Background: an optimization exercise with open tools, aiming at small area. Do not read the settings as production practice.
Only simulation tests tie the RTL to the original design; equivalence was not proved.
Power figures rest on the tool's default switching activity, not on a simulated workload.

`design.v`:
```
module b58_cliky
	(
		CLOCK_50,						 
    KEY,
    SW,
    HEX0, HEX1, HEX2, HEX3, HEX4, HEX5, HEX6, HEX7,
		PLOT_X,
		PLOT_Y,
		PLOT_COLOUR,
		PLOT_EN
	);
	input			CLOCK_50;				 
	input   [9:0]   SW;
	input   [3:0]   KEY;
    output 	[6:0]   HEX0, HEX1, HEX2, HEX3, HEX4, HEX5, HEX6, HEX7;
	output	[7:0]	PLOT_X;
	output	[7:0]	PLOT_Y;
	output	[2:0]	PLOT_COLOUR;
	output			PLOT_EN;
   wire resetn;
   assign resetn = SW[0];
	wire [2:0] colour;
	wire [7:0] x;
        wire [7:0] y;
	wire writeEn;
	assign PLOT_X = x;
	assign PLOT_Y = y;
	assign PLOT_COLOUR = colour;
	assign PLOT_EN = writeEn;
   wire [2:0] next_square, curr_square;
   wire [6:0] next_colour;
   wire [2:0] curr_colour;
   wire [3:0] next_mode, curr_mode;
   wire [15:0] score, high_score;
   wire [3:0] lives;
   wire times_up, have_pressed, correct_answer;
   wire [9:0] squares_drawn;
   wire [19:0] current_state, next_state;
   wire [4:0] pressed_key;
   top_clicky top(
   		.clk(CLOCK_50),
   		.resetn(resetn),
   		.restart(SW[9]),
   		.key1(~KEY[3]), .key2(~KEY[2]), .key3(~KEY[1]), .key4(~KEY[0]),
   		.next_square(next_square), 
		.curr_square(curr_square),
   		.next_colour(next_colour), 
   		.curr_colour(curr_colour),
   		.next_mode(next_mode), 
   		.curr_mode(curr_mode),
   		.score(score),
  		.high_score(high_score),
  		.lives(lives),
  		.x(x), 
  		.y(y),  
  		.colour(colour),  
  		.times_up(times_up), 
  		.have_pressed(have_pressed), 
  		.correct_answer(correct_answer),
  		.squares_drawn(squares_drawn),
   		.current_state(current_state), 
   		.next_state(next_state),
   		.pressed_key(pressed_key),
   		.plot(writeEn)  
   		);
      hex_display score_1(
        .IN(score[3:0]),
        .OUT(HEX0)
      );
      hex_display score_2(
        .IN(score[7:4]),
        .OUT(HEX1)
      );
	hex_display high_score_1(
        .IN(high_score[3:0]),
        .OUT(HEX6)
      );
	hex_display high_score_2(
        .IN(high_score[7:4]),
        .OUT(HEX7)
      );
      hex_display lives_count(
        .IN(lives),
        .OUT(HEX4)
      );
	assign HEX5 = 7'b1000111;
	assign HEX3 = 7'b0010010;
	assign HEX2 = 7'b1000110;
endmodule
module hex_display(IN, OUT);
   input [3:0] IN;
	 output reg [6:0] OUT;
	 always @(*)
	 begin
		case(IN[3:0])
			4'b0000: OUT = 7'b1000000;
			4'b0001: OUT = 7'b1111001;
			4'b0010: OUT = 7'b0100100;
			4'b0011: OUT = 7'b0110000;
			4'b0100: OUT = 7'b0011001;
			4'b0101: OUT = 7'b0010010;
			4'b0110: OUT = 7'b0000010;
			4'b0111: OUT = 7'b1111000;
			4'b1000: OUT = 7'b0000000;
			4'b1001: OUT = 7'b0011000;
			4'b1010: OUT = 7'b0001000;
			4'b1011: OUT = 7'b0000011;
			4'b1100: OUT = 7'b1000110;
			4'b1101: OUT = 7'b0100001;
			4'b1110: OUT = 7'b0000110;
			4'b1111: OUT = 7'b0001110;
			default: OUT = 7'b0111111;
		endcase
	end
endmodule
 module top_clicky(
   input clk, resetn, restart,
   input key1, key2, key3, key4,
   output wire [2:0] next_square, curr_square,
   output wire [6:0] next_colour, 
   output wire [2:0] curr_colour,
   output wire [3:0] next_mode,
   output wire [3:0] curr_mode,
   output wire [15:0] score,
   output wire [15:0] high_score,
   output wire [3:0] lives,
   output wire [7:0] x, y,
   output wire [2:0] colour,
   output wire times_up, have_pressed, correct_answer,
   output wire [9:0] squares_drawn,
   output wire [19:0] current_state, next_state,
   output wire [4:0] pressed_key,
   output wire plot
   );
    wire [4:0] ld_w_square;
    wire ld_next_square;
    wire update;
    wire reset, set_answer, drawing_bar;
    clicky_datapath d0(
      .clk(clk),
      .resetn(resetn),
      .start(1'd1),
      .reset(reset),
      .ld_w_square(ld_w_square),
      .ld_next_square(ld_next_square),
      .plot(plot),
      .pressed_key(pressed_key),
      .update(update),
      .set_answer(set_answer),
      .drawing_bar(drawing_bar),
      .times_up(times_up),
      .have_pressed(have_pressed), 
      .correct_answer(correct_answer),
      .squares_drawn(squares_drawn),
      .out_x(x),
      .out_y(y),
      .colour(colour),
      .score(score),
      .high_score(high_score),
      .lives(lives),
      .next_square(next_square),
      .next_colour(next_colour),
      .curr_colour(curr_colour),
      .curr_square(curr_square),
      .next_mode(next_mode),
      .curr_mode(curr_mode)
    );
    clicky_control c0(
      .resetn(resetn),
      .start(1'd1),
      .restart(restart),
      .times_up(times_up),
      .clk(clk),
      .key1(key1), 
      .key2(key2), 
      .key3(key3), 
      .key4(key4),
      .have_pressed(have_pressed), 
      .correct_answer(correct_answer),
      .squares_drawn(squares_drawn),
      .lives(lives), 
      .score(score),
      .ld_w_square(ld_w_square),
      .ld_next_square(ld_next_square),
      .plot(plot),
      .pressed_key(pressed_key),
      .update(update),
      .current_state(current_state), 
      .next_state(next_state),
      .reset(reset),
      .set_answer(set_answer),
      .drawing_bar(drawing_bar)
    );
endmodule
module clicky_control(
    input resetn,
    input start, 
    input restart,
    input times_up,
    input clk,
    input key1, key2, key3, key4,
    input have_pressed, correct_answer,
    input [9:0] squares_drawn,
    input [3:0] lives, 
    input [15:0] score,
    output reg [4:0] ld_w_square,
    output reg ld_next_square,
    output reg plot,
    output reg [4:0] pressed_key,
    output reg update,
    output reg [19:0] current_state, next_state,
    output reg reset,
    output reg set_answer,
    output reg drawing_bar
    );
    localparam
    START		           = 20'd1,
    LOAD_W_SQUARE_1		    =	20'd2,
    DRAW_W_SQUARE_1		    =	20'd3,
    DRAW_W_SQUARE_1_WAIT	    =	20'd4,
    LOAD_W_SQUARE_2		    =	20'd5,
    DRAW_W_SQUARE_2		    =	20'd6,
    DRAW_W_SQUARE_2_WAIT	    =	20'd7,
    LOAD_W_SQUARE_3		    =	20'd8,
    DRAW_W_SQUARE_3		    =	20'd9,
    DRAW_W_SQUARE_3_WAIT	    =	20'd10,
    LOAD_W_SQUARE_4		    =  20'd11,
    DRAW_W_SQUARE_4		    =  20'd12,
    DRAW_W_SQUARE_4_WAIT	    =	20'd13,
    LOAD_NEXT_SQUARE		    =  20'd14,
    DRAW_NEXT_SQUARE		    =	20'd15,
    DRAW_NEXT_SQUARE_WAIT	    =	20'd16,
    LOAD_LEFT_BAR           =    20'd30,
    DRAW_LEFT_BAR           =    20'd31,
    DRAW_LEFT_BAR_WAIT      =    20'd32,
    LOAD_RIGHT_BAR          =    20'd33,
    DRAW_RIGHT_BAR          =    20'd34,
    DRAW_RIGHT_BAR_WAIT     =    20'd35,
    WAIT_ANSWER		    =	20'd17,
    PRESSED_KEY_1_WAIT	    =	20'd19,
    PRESSED_KEY_2_WAIT	    =	20'd21,
    PRESSED_KEY_3_WAIT	    =	20'd23,
    PRESSED_KEY_4_WAIT	    =	20'd25,
    TIMES_UP			    =	20'd26,
    UPDATE_SCORE		    =	20'd27,
    RESTART			   	    =	20'd28,
    RESTART_WAIT	        =   20'd29,
	UPDATE_SCORE_WAIT		=   20'd36;
    always@(*)
    begin: state_table 
            case (current_state)
              START: next_state = start ? LOAD_W_SQUARE_1 : START;
              LOAD_W_SQUARE_1: next_state = DRAW_W_SQUARE_1;
              DRAW_W_SQUARE_1: next_state = (squares_drawn < 10'd256) ? DRAW_W_SQUARE_1 : DRAW_W_SQUARE_1_WAIT;
              DRAW_W_SQUARE_1_WAIT: next_state = LOAD_W_SQUARE_2;
              LOAD_W_SQUARE_2: next_state = DRAW_W_SQUARE_2;
              DRAW_W_SQUARE_2: next_state = (squares_drawn < 10'd256) ? DRAW_W_SQUARE_2 : DRAW_W_SQUARE_2_WAIT;
              DRAW_W_SQUARE_2_WAIT: next_state = LOAD_W_SQUARE_3;
              LOAD_W_SQUARE_3: next_state = DRAW_W_SQUARE_3;
              DRAW_W_SQUARE_3: next_state = (squares_drawn < 10'd256) ? DRAW_W_SQUARE_3 : DRAW_W_SQUARE_3_WAIT;
              DRAW_W_SQUARE_3_WAIT: next_state = LOAD_W_SQUARE_4;
              LOAD_W_SQUARE_4: next_state = DRAW_W_SQUARE_4;
              DRAW_W_SQUARE_4: next_state = (squares_drawn < 10'd256) ? DRAW_W_SQUARE_4 : DRAW_W_SQUARE_4_WAIT;
              DRAW_W_SQUARE_4_WAIT: next_state = LOAD_NEXT_SQUARE;
              LOAD_NEXT_SQUARE: next_state = DRAW_NEXT_SQUARE;
              DRAW_NEXT_SQUARE: next_state = (squares_drawn < 10'd256) ? DRAW_NEXT_SQUARE : DRAW_NEXT_SQUARE_WAIT;
              DRAW_NEXT_SQUARE_WAIT: next_state = LOAD_LEFT_BAR;
              LOAD_LEFT_BAR: next_state = DRAW_LEFT_BAR;
              DRAW_LEFT_BAR: next_state = (squares_drawn < 10'd480) ? DRAW_LEFT_BAR : DRAW_LEFT_BAR_WAIT;
              DRAW_LEFT_BAR_WAIT: next_state = LOAD_RIGHT_BAR;
              LOAD_RIGHT_BAR: next_state = DRAW_RIGHT_BAR;
              DRAW_RIGHT_BAR: next_state = (squares_drawn < 10'd480) ? DRAW_RIGHT_BAR : DRAW_RIGHT_BAR_WAIT;
              DRAW_RIGHT_BAR_WAIT: next_state = WAIT_ANSWER;
              WAIT_ANSWER:
                    begin
		              if (times_up == 1'b1)
                            next_state = TIMES_UP;
                      else if ((key1 == 1'b1) && (have_pressed == 1'b0))
                        	next_state = PRESSED_KEY_1_WAIT;
                      else if ((key2 == 1'b1) && (have_pressed == 1'b0))
                        	next_state = PRESSED_KEY_2_WAIT;
                      else if ((key3 == 1'b1) && (have_pressed == 1'b0))
                        	next_state = PRESSED_KEY_3_WAIT;
                      else if ((key4 == 1'b1) && (have_pressed == 1'b0))
                        	next_state = PRESSED_KEY_4_WAIT;
                      else
                        	next_state = WAIT_ANSWER;	
                    end
		    PRESSED_KEY_1_WAIT:
			begin
				if ((times_up == 1'b0) && (key1 == 1'b0))
					next_state = WAIT_ANSWER;
				else if (times_up == 1'b1)
					next_state = TIMES_UP;
				else
					next_state = PRESSED_KEY_1_WAIT;
			end
            PRESSED_KEY_2_WAIT:
			begin
				if ((times_up == 1'b0) && (key2 == 1'b0))
					next_state = WAIT_ANSWER;
				else if (times_up == 1'b1)
					next_state = TIMES_UP;
				else
					next_state = PRESSED_KEY_2_WAIT;
			end
            PRESSED_KEY_3_WAIT:
			begin
				if ((times_up == 1'b0) && (key3 == 1'b0))
					next_state = WAIT_ANSWER;
				else if (times_up == 1'b1)
					next_state = TIMES_UP;
				else
					next_state = PRESSED_KEY_3_WAIT;
			end
            PRESSED_KEY_4_WAIT:
			begin
				if ((times_up == 1'b0) && (key4 == 1'b0))
					next_state = WAIT_ANSWER;
				else if (times_up == 1'b1)
					next_state = TIMES_UP;
				else
					next_state = PRESSED_KEY_4_WAIT;
			end
                TIMES_UP: next_state = UPDATE_SCORE;
                UPDATE_SCORE: next_state = UPDATE_SCORE_WAIT;
					 UPDATE_SCORE_WAIT: next_state = (lives != 4'd0) ? LOAD_W_SQUARE_1 : RESTART;
                RESTART: next_state = restart ? RESTART_WAIT : RESTART;
                RESTART_WAIT: next_state = restart ? RESTART_WAIT : START;
            default:     next_state = START;
        endcase
    end
    always @(*)
    begin: enable_signals
	    set_answer = 1'b0;
      	reset = 1'b0;
      	ld_w_square = 5'd0;
		ld_next_square = 1'b0;
      	plot = 1'b0;
		pressed_key = 5'd0;
		update = 1'b0;
		drawing_bar = 1'b0;
        case (current_state)
           START:
             	begin
                reset = 1'b1;
                end
           LOAD_W_SQUARE_1: 
                begin
                set_answer = 1'b1;
                ld_w_square = 5'd1;
                end
           LOAD_W_SQUARE_2: 
                begin
                ld_w_square = 5'd2;
                end
           LOAD_W_SQUARE_3: 
                begin
                ld_w_square = 5'd3;
                end
           LOAD_W_SQUARE_4: 
                begin
                ld_w_square = 5'd4;
                end
           LOAD_NEXT_SQUARE: 
                begin
                ld_next_square = 1'b1;
                end
           LOAD_LEFT_BAR:
                begin
                ld_w_square = 5'd5;
                end
           LOAD_RIGHT_BAR:
                begin
                ld_w_square = 5'd6;
                end
           DRAW_W_SQUARE_1:
             	begin
                plot = 1'b1;
                end
           DRAW_W_SQUARE_2:
             	begin
                plot = 1'b1;
                end
           DRAW_W_SQUARE_3:
             	begin
                plot = 1'b1;
                end
           DRAW_W_SQUARE_4:
             	begin
                plot = 1'b1;
                end
           DRAW_NEXT_SQUARE:
             	begin
                plot = 1'b1;
                end
           DRAW_LEFT_BAR:
             	begin
                plot = 1'b1;
                drawing_bar = 1'b1;
                end
           DRAW_RIGHT_BAR:
             	begin
                plot = 1'b1;
                drawing_bar = 1'b1;
                end
           PRESSED_KEY_1_WAIT:
                begin
                pressed_key = 5'd1;
                end
           PRESSED_KEY_2_WAIT:
                begin
                pressed_key = 5'd2;
                end
           PRESSED_KEY_3_WAIT:
                begin
                pressed_key = 5'd3;
                end
           PRESSED_KEY_4_WAIT:
           	    begin
                pressed_key = 5'd4;
                end
           UPDATE_SCORE:
             	begin
                update = 1'b1;
                end
        endcase
    end 
    always@(posedge clk)
    begin: state_FFs
      if(!resetn || !start)
            current_state <= START;
        else
            current_state <= next_state;
    end 
endmodule
module clicky_datapath(
   input clk,
   input resetn,
   input start,
   input reset,
   input [4:0] ld_w_square,
   input ld_next_square,
   input plot,
   input [4:0] pressed_key,
   input update,
   input set_answer,
   input drawing_bar,
   output times_up,
   output reg have_pressed, correct_answer,
   output reg [9:0] squares_drawn,  
   output reg [7:0] out_x, out_y,
   output reg [2:0] colour, 
   output reg [15:0] score,
   output reg [15:0] high_score,
   output reg [3:0] lives,  
   output reg [2:0] next_square,
   output reg [6:0] next_colour,
   output reg [2:0] curr_colour,
   output reg [2:0] curr_square,
   output reg [3:0] next_mode,
   output reg [3:0] curr_mode
    );
    localparam
    w_square_1_x		=	8'd30,
    w_square_1_y		=	8'd52,
    w_square_2_x		=	8'd60,
    w_square_2_y		=	8'd52,
    w_square_3_x		=	8'd90,
    w_square_3_y		=	8'd52,
    w_square_4_x		=	8'd120,
    w_square_4_y		=	8'd52,
    left_bar_x          =   8'd0,
    right_bar_x         =   8'd156,
    bar_y               =   8'd0,
    black			=      3'b000,
    blue			=      3'b001,
    green			=      3'b010,
    cyan			=      3'b011,
    red			    =	   3'b100,
    pink			=      3'b101,
    yellow			=	   3'b110,
    white		    =	   3'b111;
    reg [17:0] max_count;
    reg inc_life, dec_life, inc_speed, dec_speed, inc_score, dec_score;
   rate_divider rate_div(
   			.clk(clk), 
   			.resetn(resetn),
   			.reset(reset), 
   			.max_count(max_count),
   		    .enable(times_up)
   		    );
   reg [7:0] x,y;
   reg [2:0] c;  
   reg [9:0] ct;
   wire [3:0] x_add = ct[3:0];
   wire [3:0] y_add = ct[7:4];
   wire [1:0] x_add_bar = ct[1:0];
   wire [7:0] y_add_bar = ct[9:2];
   always @(posedge clk)
   begin
		if (next_square >= 3'd4)
		    next_square <= 3'd0;
		else
		    next_square <= next_square + 3'd1;
		if (next_colour >= 7'd100)
		    next_colour <= 7'd0;
		else
		    next_colour <= next_colour + 7'd1;
		if (next_mode >= 4'd10)
		    next_mode <= 4'd0;
		else
		    next_mode <= next_mode + 7'd1;
       if (set_answer == 1'b1)
           correct_answer <= 1'b0;
        if (reset == 1'b1)
        begin
        x <= 8'd0;
        y <= 8'd0;
        c <= 3'd0;
        inc_speed <= 0;
        dec_speed <= 0;
        inc_life <= 0;
		  dec_life <= 0;
		  inc_score <= 0;
		  dec_score <= 0;
        have_pressed <= 1'd0;
        lives <= 4'd3;
        score <= 16'd0;
		  max_count <= 18'd18_000;
		  curr_mode <= 0;
        end
        if (update == 1'b1)
        begin
					 if (inc_speed)
    	            max_count <= max_count - (18'd1_000);
                if (dec_speed)
                    max_count <= max_count + (18'd1_000);
                if (inc_score)
					     begin
                    score <= score + 1;
						  if (high_score <= score+1)
								high_score <= score +1;
						  end
                if (dec_score)
                    score <= score - 1;
                if (inc_life)
                    lives <= lives + 1;
                if ((dec_life) & (lives != 0)) 
                    lives <= lives - 1;
					 if ((have_pressed == 1'b0) && ((curr_colour == 3'd0) || (curr_colour == 3'd1)) && (lives != 3'd0))
					     lives <= lives -1;
		    if (curr_mode == 4'd0)      
		    begin
		        if (next_mode == 4'd1)   
		            curr_mode <= 4'd1;
		    end
		    else if (curr_mode == 4'd3)  
		        curr_mode <= 4'd0;
		    else                         
		        curr_mode <= curr_mode + 4'd1;
        end
        if (pressed_key == 5'd1)
            begin
            inc_speed <= 0;
            dec_speed <= 0;
            inc_life <= 0;
            dec_life <= 0;
            inc_score <= 0;
            dec_score <= 0;
            if (curr_mode == 4'd0)
            begin
                if (curr_colour == 3'd4 && curr_square == 3'd1)
                begin
                	inc_speed <= 1'b1;
                end
                else if (curr_colour == 3'd3 && curr_square == 3'd1)
                begin
                        dec_speed <= 1'b1;
                end
                else if (curr_colour == 3'd2 && curr_square == 3'd1)
                begin
                        inc_life <= 1'b1;
                end
                else if (curr_colour == 3'd1)
                begin
                    if (curr_square == 3'd1)
                        inc_score <= 1'b1;
                    else
                        dec_life <= 1'b1;
                end
                else if (curr_colour == 3'd0)
                begin
                    if (curr_square != 3'd1)
                        inc_score <= 1'b1;
                    else
                        dec_life <= 1'b1;
                end
            end
         	else
         	begin
                if (curr_colour == 3'd4 && curr_square == 3'd1)
                begin
                    dec_speed <= 1'b1;
                end
                else if (curr_colour == 3'd3 && curr_square == 3'd1)
                begin
                    inc_speed <= 1'b1;
                end
                else if (curr_colour == 3'd2 && curr_square == 3'd1)
                begin
                     dec_life <= 1'b1;
                end
                else if (curr_colour == 3'd0)
                begin
                    if (curr_square == 3'd1)
                        inc_score <= 1'b1;
                    else
                        dec_life <= 1'b1;
                end
                else if (curr_colour == 3'd1)
                begin
                    if (curr_square != 3'd1)
                        inc_score <= 1'b1;
                    else
                        dec_life <= 1'b1;
                end
         	end    
            have_pressed <= 1'b1;
            end
        if (pressed_key == 5'd2)
            begin
            inc_speed <= 0;
            dec_speed <= 0;
            inc_life <= 0;
            dec_life <= 0;
            inc_score <= 0;
            dec_score <= 0;
            if (curr_mode == 4'd0)
            begin
                if (curr_colour == 3'd4 && curr_square == 3'd2)
                begin
                	inc_speed <= 1'b1;
                end
                else if (curr_colour == 3'd3 && curr_square == 3'd2)
                begin
                        dec_speed <= 1'b1;
                end
                else if (curr_colour == 3'd2 && curr_square == 3'd2)
                begin
                        inc_life <= 1'b1;
                end
                else if (curr_colour == 3'd1)
                begin
                    if (curr_square == 3'd2)
                        inc_score <= 1'b1;
                    else
                        dec_life <= 1'b1;
                end
                else if (curr_colour == 3'd0)
                begin
                    if (curr_square != 3'd2)
                        inc_score <= 1'b1;
                    else
                        dec_life <= 1'b1;
                end
            end
         	else
         	begin
                if (curr_colour == 3'd4 && curr_square == 3'd2)
                begin
                    dec_speed <= 1'b1;
                end
                else if (curr_colour == 3'd3 && curr_square == 3'd2)
                begin
                    inc_speed <= 1'b1;
                end
                else if (curr_colour == 3'd2 && curr_square == 3'd2)
                begin
                     dec_life <= 1'b1;
                end
                else if (curr_colour == 3'd0)
                begin
                    if (curr_square == 3'd2)
                        inc_score <= 1'b1;
                    else
                        dec_life <= 1'b1;
                end
                else if (curr_colour == 3'd1)
                begin
                    if (curr_square != 3'd2)
                        inc_score <= 1'b1;
                    else
                        dec_life <= 1'b1;
                end
         	end    
            have_pressed <= 1'b1;
            end
        if (pressed_key == 5'd3)
            begin
            inc_speed <= 0;
            dec_speed <= 0;
            inc_life <= 0;
            dec_life <= 0;
            inc_score <= 0;
            dec_score <= 0;
            if (curr_mode == 4'd0)
            begin
                if (curr_colour == 3'd4 && curr_square == 3'd3)
                begin
                	inc_speed <= 1'b1;
                end
                else if (curr_colour == 3'd3 && curr_square == 3'd3)
                begin
                        dec_speed <= 1'b1;
                end
                else if (curr_colour == 3'd2 && curr_square == 3'd3)
                begin
                        inc_life <= 1'b1;
                end
                else if (curr_colour == 3'd1)
                begin
                    if (curr_square == 3'd3)
                        inc_score <= 1'b1;
                    else
                        dec_life <= 1'b1;
                end
                else if (curr_colour == 3'd0)
                begin
                    if (curr_square != 3'd3)
                        inc_score <= 1'b1;
                    else
                        dec_life <= 1'b1;
                end
            end
         	else
         	begin
                if (curr_colour == 3'd4 && curr_square == 3'd3)
                begin
                    dec_speed <= 1'b1;
                end
                else if (curr_colour == 3'd3 && curr_square == 3'd3)
                begin
                    inc_speed <= 1'b1;
                end
                else if (curr_colour == 3'd2 && curr_square == 3'd3)
                begin
                     dec_life <= 1'b1;
                end
                else if (curr_colour == 3'd0)
                begin
                    if (curr_square == 3'd3)
                        inc_score <= 1'b1;
                    else
                        dec_life <= 1'b1;
                end
                else if (curr_colour == 3'd1)
                begin
                    if (curr_square != 3'd3)
                        inc_score <= 1'b1;
                    else
                        dec_life <= 1'b1;
                end
         	end    
            have_pressed <= 1'b1;
            end
        if (pressed_key == 5'd4)
            begin
            inc_speed <= 0;
            dec_speed <= 0;
            inc_life <= 0;
            dec_life <= 0;
            inc_score <= 0;
            dec_score <= 0;
            if (curr_mode == 4'd0)
            begin
                if (curr_colour == 3'd4 && curr_square == 3'd4)
                begin
                	inc_speed <= 1'b1;
                end
                else if (curr_colour == 3'd3 && curr_square == 3'd4)
                begin
                        dec_speed <= 1'b1;
                end
                else if (curr_colour == 3'd2 && curr_square == 3'd4)
                begin
                        inc_life <= 1'b1;
                end
                else if (curr_colour == 3'd1)
                begin
                    if (curr_square == 3'd4)
                        inc_score <= 1'b1;
                    else
                        dec_life <= 1'b1;
                end
                else if (curr_colour == 3'd0)
                begin
                    if (curr_square != 3'd4)
                        inc_score <= 1'b1;
                    else
                        dec_life <= 1'b1;
                end
            end
         	else
         	begin
                if (curr_colour == 3'd4 && curr_square == 3'd4)
                begin
                    dec_speed <= 1'b1;
                end
                else if (curr_colour == 3'd3 && curr_square == 3'd4)
                begin
                    inc_speed <= 1'b1;
                end
                else if (curr_colour == 3'd2 && curr_square == 3'd4)
                begin
                     dec_life <= 1'b1;
                end
                else if (curr_colour == 3'd0)
                begin
                    if (curr_square == 3'd4)
                        inc_score <= 1'b1;
                    else
                        dec_life <= 1'b1;
                end
                else if (curr_colour == 3'd1)
                begin
                    if (curr_square != 3'd4)
                        inc_score <= 1'b1;
                    else
                        dec_life <= 1'b1;
                end
         	end    
            have_pressed <= 1'b1;
            end
        if (ld_w_square == 5'd1)
        begin
		      have_pressed <= 1'd0;
            x <= w_square_1_x;
            y <= w_square_1_y;
            c <= white;
				inc_speed <= 0;
            dec_speed <= 0;
            inc_life <= 0;
            dec_life <= 0;
            inc_score <= 0;
            dec_score <= 0;
        end
        else if (ld_w_square == 5'd2)
        begin
            x <= w_square_2_x;
            y <= w_square_2_y;
            c <= white;
        end
        else if (ld_w_square == 5'd3)
        begin
            x <= w_square_3_x;
            y <= w_square_3_y;
            c <= white;
        end
        else if (ld_w_square == 5'd4)
        begin
            x <= w_square_4_x;
            y <= w_square_4_y;
            c <= white;
        end
        else if (ld_w_square == 5'd5)
        begin
            x <= left_bar_x;
            y <= bar_y;
            if (curr_mode == 4'd0)
                c <= black;
            else
                c <= red;
        end
        else if (ld_w_square == 5'd6)
        begin
            x <= right_bar_x;
            y <= bar_y;
            if (curr_mode == 4'd0)
                c <= black;
            else
                c <= red;
        end
       if (ld_next_square == 1'b1)
       begin
	    if (score%5 == 4)
	    begin
	        max_count <= max_count - (18'd1_000);
	    end
	    if (next_colour >= 7'd0 && next_colour <= 7'd44)
	    begin
	            c <= red;
                curr_colour <= 3'd1;
        end
	    else if (next_colour >= 7'd45 && next_colour <= 7'd89)
	    begin
	            c <= yellow;
                curr_colour <= 3'd0;
        end
	    else if (next_colour >= 7'd90 && next_colour <= 7'd94)
	    begin
	            c <= green;
                curr_colour <= 3'd2;
        end
	    else if (next_colour >= 7'd95 && next_colour <= 7'd97)
	    begin
                c <= pink;
                curr_colour <= 3'd4;
        end
	    else if (next_colour >= 7'd98 && next_colour <= 7'd100)
	    begin
		        c <= cyan;
                curr_colour <= 3'd3;
        end
            if (next_square == 3'd1)
            begin
            	x <= w_square_1_x;
            	y <= w_square_1_y;
              	curr_square <= 3'd1;
            end
            else if (next_square == 3'd2)
            begin
            	x <= w_square_2_x;
            	y <= w_square_2_y;
                curr_square <= 3'd2;
            end
            else if (next_square == 3'd3)
            begin
            	x <= w_square_3_x;
            	y <= w_square_3_y;
                curr_square <= 3'd3;
            end
            else if (next_square == 3'd4)
            begin
            	x <= w_square_4_x;
            	y <= w_square_4_y;
                curr_square <= 3'd4;
            end
        end
        if (plot == 1'b0)
            ct <= 0;
        else if (ct == 10'd1023)
            begin
            ct <= 0;
            end
        else if (plot == 1'b1)
            ct <= ct + 1'b1;
        else
            ct <= ct;
        if (plot == 1'b0) 
        begin
            out_x <= 8'b0000_0000;
            out_y <= 8'b0000_0000;
            colour <= 3'b000;
            squares_drawn <= 10'd0;
        end
        else
        begin
            if (drawing_bar == 1'b1)
            begin
                out_x <= x + x_add_bar;
                out_y <= y + y_add_bar;
                colour <= c;
            end
            else
            begin
                out_x <= x + x_add;
                out_y <= y + y_add;
                colour <= c;
            end
            squares_drawn <= squares_drawn + 10'd1;
        end
        if (!resetn)
        begin
            lives <= 4'd3;
            score <= 16'd0;
            have_pressed <= 1'b0;
            correct_answer <= 1'b0;
            next_square <= 3'd1;
            next_colour <= 7'd0;
            squares_drawn <= 10'd0;
            max_count <= 18'd18_000;
            high_score <= 16'd0;
            inc_life <= 0;
            dec_life <= 0;
            inc_speed <= 0;
            dec_speed <= 0;
            inc_score <= 0;
            dec_score <= 0;
            curr_mode <= 0;
            next_mode <= 0;
            curr_colour <= 3'd0;
            curr_square <= 3'd0;
            x <= 8'd0;
            y <= 8'd0;
            c <= 3'd0;
            ct <= 10'd0;
            out_x <= 8'd0;
            out_y <= 8'd0;
            colour <= 3'd0;
        end
    end
endmodule
module rate_divider(
  	input clk,
  	input resetn,
	input reset,
  	input [17:0] max_count, 
  	output reg enable
    );
  	reg [17:0] ct;
    always @(posedge clk)
    begin
		  if (!resetn)
		  begin
		      ct <= 18'd0;
				enable <= 1'b0;
		  end
		  else if (reset)
		  begin
		      ct <= max_count - 1;
				enable <= 1'b0;
		  end
        else if (ct > 0)
        begin
            ct <= ct - 18'd1;
      		enable <= 1'b0;
        end
        else
        begin
            ct <= max_count;
          	enable <= 1'b1;
        end
    end
endmodule
```
`run.sh`:
```
#!/bin/bash
# synth_recipe.tcl (not shown) runs the flow's synth.tcl, then flattens the netlist and writes it again
# the make line also repeats each setting of config.mk as NAME=value (left out here)
make -C /OpenROAD-flow-scripts/flow DESIGN_CONFIG=/design/flow/config.mk WORK_HOME=/design/flow/orfs CLKGATE_MAP_FILE= SYNTH_SCRIPT=/design/flow/synth_recipe.tcl finish
```
`config.mk`:
```
export PLATFORM = sky130hd
export DESIGN_NAME = b58_cliky
export DESIGN_NICKNAME = b58_cliky
export VERILOG_FILES = /design/flow/design.v
export SDC_FILE = /design/flow/constraint.sdc
export NUM_CORES = 4
export LEC_CHECK = 0
export CAP_MARGIN = 20
export CORE_MARGIN = 2
export CORE_UTILIZATION = 40
export PLACE_DENSITY = 0.6
export SLEW_MARGIN = 20
```
`constraint.sdc`:
```
create_clock -name core_clock -period 16.0 [get_ports {CLOCK_50}]
set_input_delay 3.2000 -clock core_clock [delete_from_list [all_inputs] [get_ports {CLOCK_50}]]
set_output_delay 3.2000 -clock core_clock [all_outputs]
set_load 0.01 [all_outputs]
```
==> run summary <==
-- synthesized netlist by cell type (11+ instances only) --
master / number / share of area, %
a22oi_1: 18 / 0.73
o22ai_1: 26 / 0.88
nand4_1: 29 / 0.98
buf_2: 23 / 0.62
nor3b_1: 13 / 0.53
nand2b_1: 31 / 1.1
nor4_1: 29 / 0.98
inv_1: 112 / 2.3
a211oi_1: 25 / 1.0
dfxtp_1: 213 / 23
ha_1: 86 / 5.8
and2_1: 38 / 1.3
o31ai_1: 14 / 0.57
mux2_2: 14 / 0.86
mux2i_1: 40 / 2.2
nor3_1: 60 / 1.6
buf_1: 17 / 0.35
and3_1: 34 / 1.2
o211ai_1: 17 / 0.69
nor2_1: 315 / 6.4
nand2_1: 271 / 5.5
nor2b_1: 29 / 0.98
clkbuf_1: 93 / 1.9
o21ai_1: 23 / 0.62
a31oi_1: 46 / 1.6
o21ai_0: 151 / 4.1
nand3_1: 101 / 2.7
or2_2: 14 / 0.48
a211o_1: 11 / 0.52
buf_4: 28 / 1.1
a21oi_1: 160 / 4.3
o21a_1: 15 / 0.61
xor2_1: 41 / 1.9
a21o_1: 23 / 0.94
xnor2_1: 84 / 4.0
or3_1: 23 / 0.78
-- state kept, by name (all words and copies together) (netlist names), 8 cells and up --
register	count
top.d0.ct	10
top.d0.high_score	16
top.d0.max_count	18
top.d0.out_x	8
top.d0.out_y	8
top.d0.rate_div.ct	18
top.d0.score	16
top.d0.squares_drawn	10
top.d0.x	8
top.d0.y	8
-- routing by layer --
metal  up-vias  routed length, um  track usage, %
li1       9076                  -               -
met1      8712              23200            28.0
met2       533              24900            36.8
met3        85               3070            2.34
met4         0               1060            6.12
met5         -                  0               0
-- worst reg2reg max path, delay by kind of cell (launching register included) --
family | cells | cell delay (ns)
compound gates | 18 | 5.11
xor+xnor | 3 | 0.98
fa+ha+maj | 3 | 0.89
buf+inv | 3 | 0.53
flops | 1 | 0.76
mux | 4 | 1.39
simple gates | 15 | 5.16
-- cell type report --
class / instances / area (um^2) / share of cell area, %
clock inverters: 17 / 263 / 1.30
well taps: 600 / 751 / 3.72
repair buffers: 76 / 718 / 3.56
multi-input cells: 2068 / 13000 / 64.5
clock buffers: 33 / 738 / 3.66
inverters: 118 / 443 / 2.19
flip-flops and latches: 213 / 4260 / 21.1
-- cell usage in the layout (no fill, tap or decap), types with 15 or more instances in the layout --
cell type,n
and3_1,34
o21ai_0,151
a22oi_1,18
nand4_1,29
nand2b_1,31
o21ai_1,23
nor2b_1,28
xor2_1,41
o21a_1,15
nor3_1,60
clkdlybuf4s50_1,60
nor2_1,314
nand2_1,271
a21o_1,23
xnor2_1,84
o22ai_1,26
dfxtp_1,213
nor4_1,29
or3_1,23
inv_1,111
a21oi_1,160
and2_1,38
nand3_1,101
mux2i_1,40
ha_1,86
buf_4,15
a211oi_1,25
conb_1,21
a31oi_1,46
clkbuf_16,27
o211ai_1,17
-- power by group --
| group | switching [mW] | total [mW] | internal, mW |
|---|---|---|---|
| clock network | 0.259 | 0.685 | 0.426 |
| registers | 0.0459 | 0.606 | 0.560 |
| logic | 0.176 | 0.274 | 0.0978 |
-- final timing paths --
check,startpoint,to,slack [ns],depth (start not counted)
max,top.d0.score[13]$_SDFF_PN0_,top.d0.max_count[11]$_SDFF_PN0_,1.14,46
min,top.d0.x[0]$_SDFF_PN0_,top.d0.x[0]$_SDFF_PN0_,0.44,2
max reg2reg,top.d0.score[13]$_SDFF_PN0_,top.d0.max_count[11]$_SDFF_PN0_,1.14,46
min reg2reg,top.d0.x[0]$_SDFF_PN0_,top.d0.x[0]$_SDFF_PN0_,0.44,2
-- cells by family after synthesis --
family	synth area share, %
compound gates	25.9
xor+xnor	6.03
buf+inv	6.71
mux	3.48
simple gates	28.5
other cells	0.0408
fa+ha+maj	6.16
flops	23.1
-- metrics by stage --
step           cells  utilization, %  setup slack (ns)
6_report        3125            44.5              1.14
5_1_grt         3125            44.5            0.0626
4_1_cts         3125            44.5              1.22
3_5_place_dp    3075            42.3              1.30
3_3_place_gp    3075            42.3              1.50
2_1_floorplan   2565               -              3.95
==> summary.md <==
| Metric | Value |
|---|---|
| Run status | no timing/DRC/antenna violations |
| Number of endpoints with negative hold slack in the final report | 0 |
| Standard cell with the maximum stage delay on the critical path | dfxtp_1 |
| Total negative slack | 0 ns |
| Achievable frequency | 67.3 MHz |
| Fraction of final layout cells with drive strength greater than 1 | between 6 and 7% |
| Total power | 1.57 mW |
| Number of sinks driven by the clock tree | ~210 |
| Setup repair after global routing missed its margin | no |
| Worst Path Class, Setup | flop to flop |
| Chip Height | 219 um |
| Leakage power | 7.86 nW |
| First-pass GRT wire length | between 80000 and 90000 um |
| Maximum buffer depth of the clock tree | 3 |
| Cell area after synthesis | about 18000 um^2 |
| Netlist cell types | roughly 130 |
| Antenna diode count | 0 |
| Site Rows | just under 80 |
| Final RePlAce weighted congestion | 0.911 |
| Pin count of the biggest net entering global routing | 55 |
| Final Net Count | 2607 |
| Critical path buffer and inverter count | 3 |
| Yosys warning total | 4 |
| Worst max-slew margin expressed relative to the limit | approximately a fifth |
| Biggest fanout along the worst timing path | 18 |
| # Post-CTS Setup Buffers | 0 |
| MaxCap Viol Count | 0 |
| Slew of the pin with the lowest slew margin | around 1.2 ns |
| WHS | 0.435 ns |
| Post-detailed-route count of antenna-violating nets | 0 |
| Maximum VDD drop | 0.104 mV |
| Resized Gates After CTS | 0 |
| Drt first pass iters | 5 |
| Initial Util | slightly above 40% |
| Number of register bits inferred by synthesis | 213 |
| Number of buffers inserted during clock tree synthesis | 27 |
| Floorplan die area | between 40000 and 50000 um^2 |
| Wirelength, routed | approximately 52000 um |
| Number of top-level pins | 91 |
| Cell area power density | about 77 nW/um^2 |
| Clock-pin transition on the worst setup and hold timing paths | 0.06 ns |
| Total of buffers placed on input and output ports | between 60 and 70 |
| Via/cell ratio | slightly below 6 |
| Relative area change from synthesis to final layout | 9.59% |
| Post-detailed-placement half-perimeter wirelength | between 30000 and 40000 um |
| CP startpoint kind | flop |
| Drt drc | 0 |
| Clock latency on the worst-skew pair | approximately 0.58 ns |
| Final critical path time including I/O delays and setup | roughly 15 ns |
| DRC violation total after the first TritonRoute iteration | between 1500 and 2000 |
| Number of flops mapped to enable cells by yosys | 0 |
| H-tree level count | 1 |
| Seq/Total Area, Yosys | 23.1% |
| Count of final max-slew check failures | 0 |
| CTS root buf | clkbuf_16 |
| Standard cell area after detailed placement | around 19000 um^2 |
| Endpoint kind of the worst setup timing path | flop |
| Total number of vias | about 18000 |
| Core box area | approximately 45000 um^2 |
| Worst clock skew | 0.00963 ns |
| Async SR Flop Fraction | 0% |
| Number of buffers inserted for hold repair after clock tree synthesis | 0 |
| Main flop type after synthesis | dfxtp_1 |
| Mapped Cells | between 2000 and 3000 |
| Number of filler cells placed in the layout | ~4600 |
| Setup violation total in the final timing report | 0 |
| Crit path largest cell delay | approximately 0.76 ns |
| Data arrival, critical path | between 15 and 20 ns |
| Share of the cycle needed by the critical path after routing | between 90% and 100% |
| Clock tree from TritonCTS | yes |
| Critical path required time | 16.51 ns |
| Kind of cell with the highest combined delay on the critical path | simple AND/OR/NAND/NOR gates |
| Via count of the first global-routing pass | around 17000 |
| WL/cell | around 17 um |
| Global Route Usage Sum | a little over a fifth |
| Syn avg cell area | approximately 7.2 um^2 |
| Worst min path class | flop to flop |
| Post-Layout Inst Area | 20200 um^2 |
| Initial antenna violation count | 0 |
| Horizontal die dimension | ~220 um |
| Global-route congestion overflow total | 0 |

## separate check: timing with driven ports
Ports are ideal in the flow. The routed layout listed here was re-timed in OpenROAD. Step 1: set_driving_cell puts a clkbuf_16 on CLOCK_50 and a buf_2 on each other input, an assumption about the parent block. Step 2 adds t to the input delays and takes it off the output delays; t is the mean of the earliest and latest rising clock arrival at the registers after step 1. Input paths then give back, and output paths get back, about the clock's delay inside the block. a / b / c = ideal / step 1 / step 2; a / b = the first two.
shift t [ns]: 0.634
setup slack, ns: 1.144 / 1.144 / 1.144
worst setup path after step 2: register to register
clock arrival spread, ns: 0.010 / 0.010
slew at the worst register clock pin (ns): 0.06 / 0.06
After both steps setup and hold are still met in this run. The setup slack of this run moves by 0.000 ns with the drivers and by 0.000 ns with both steps.
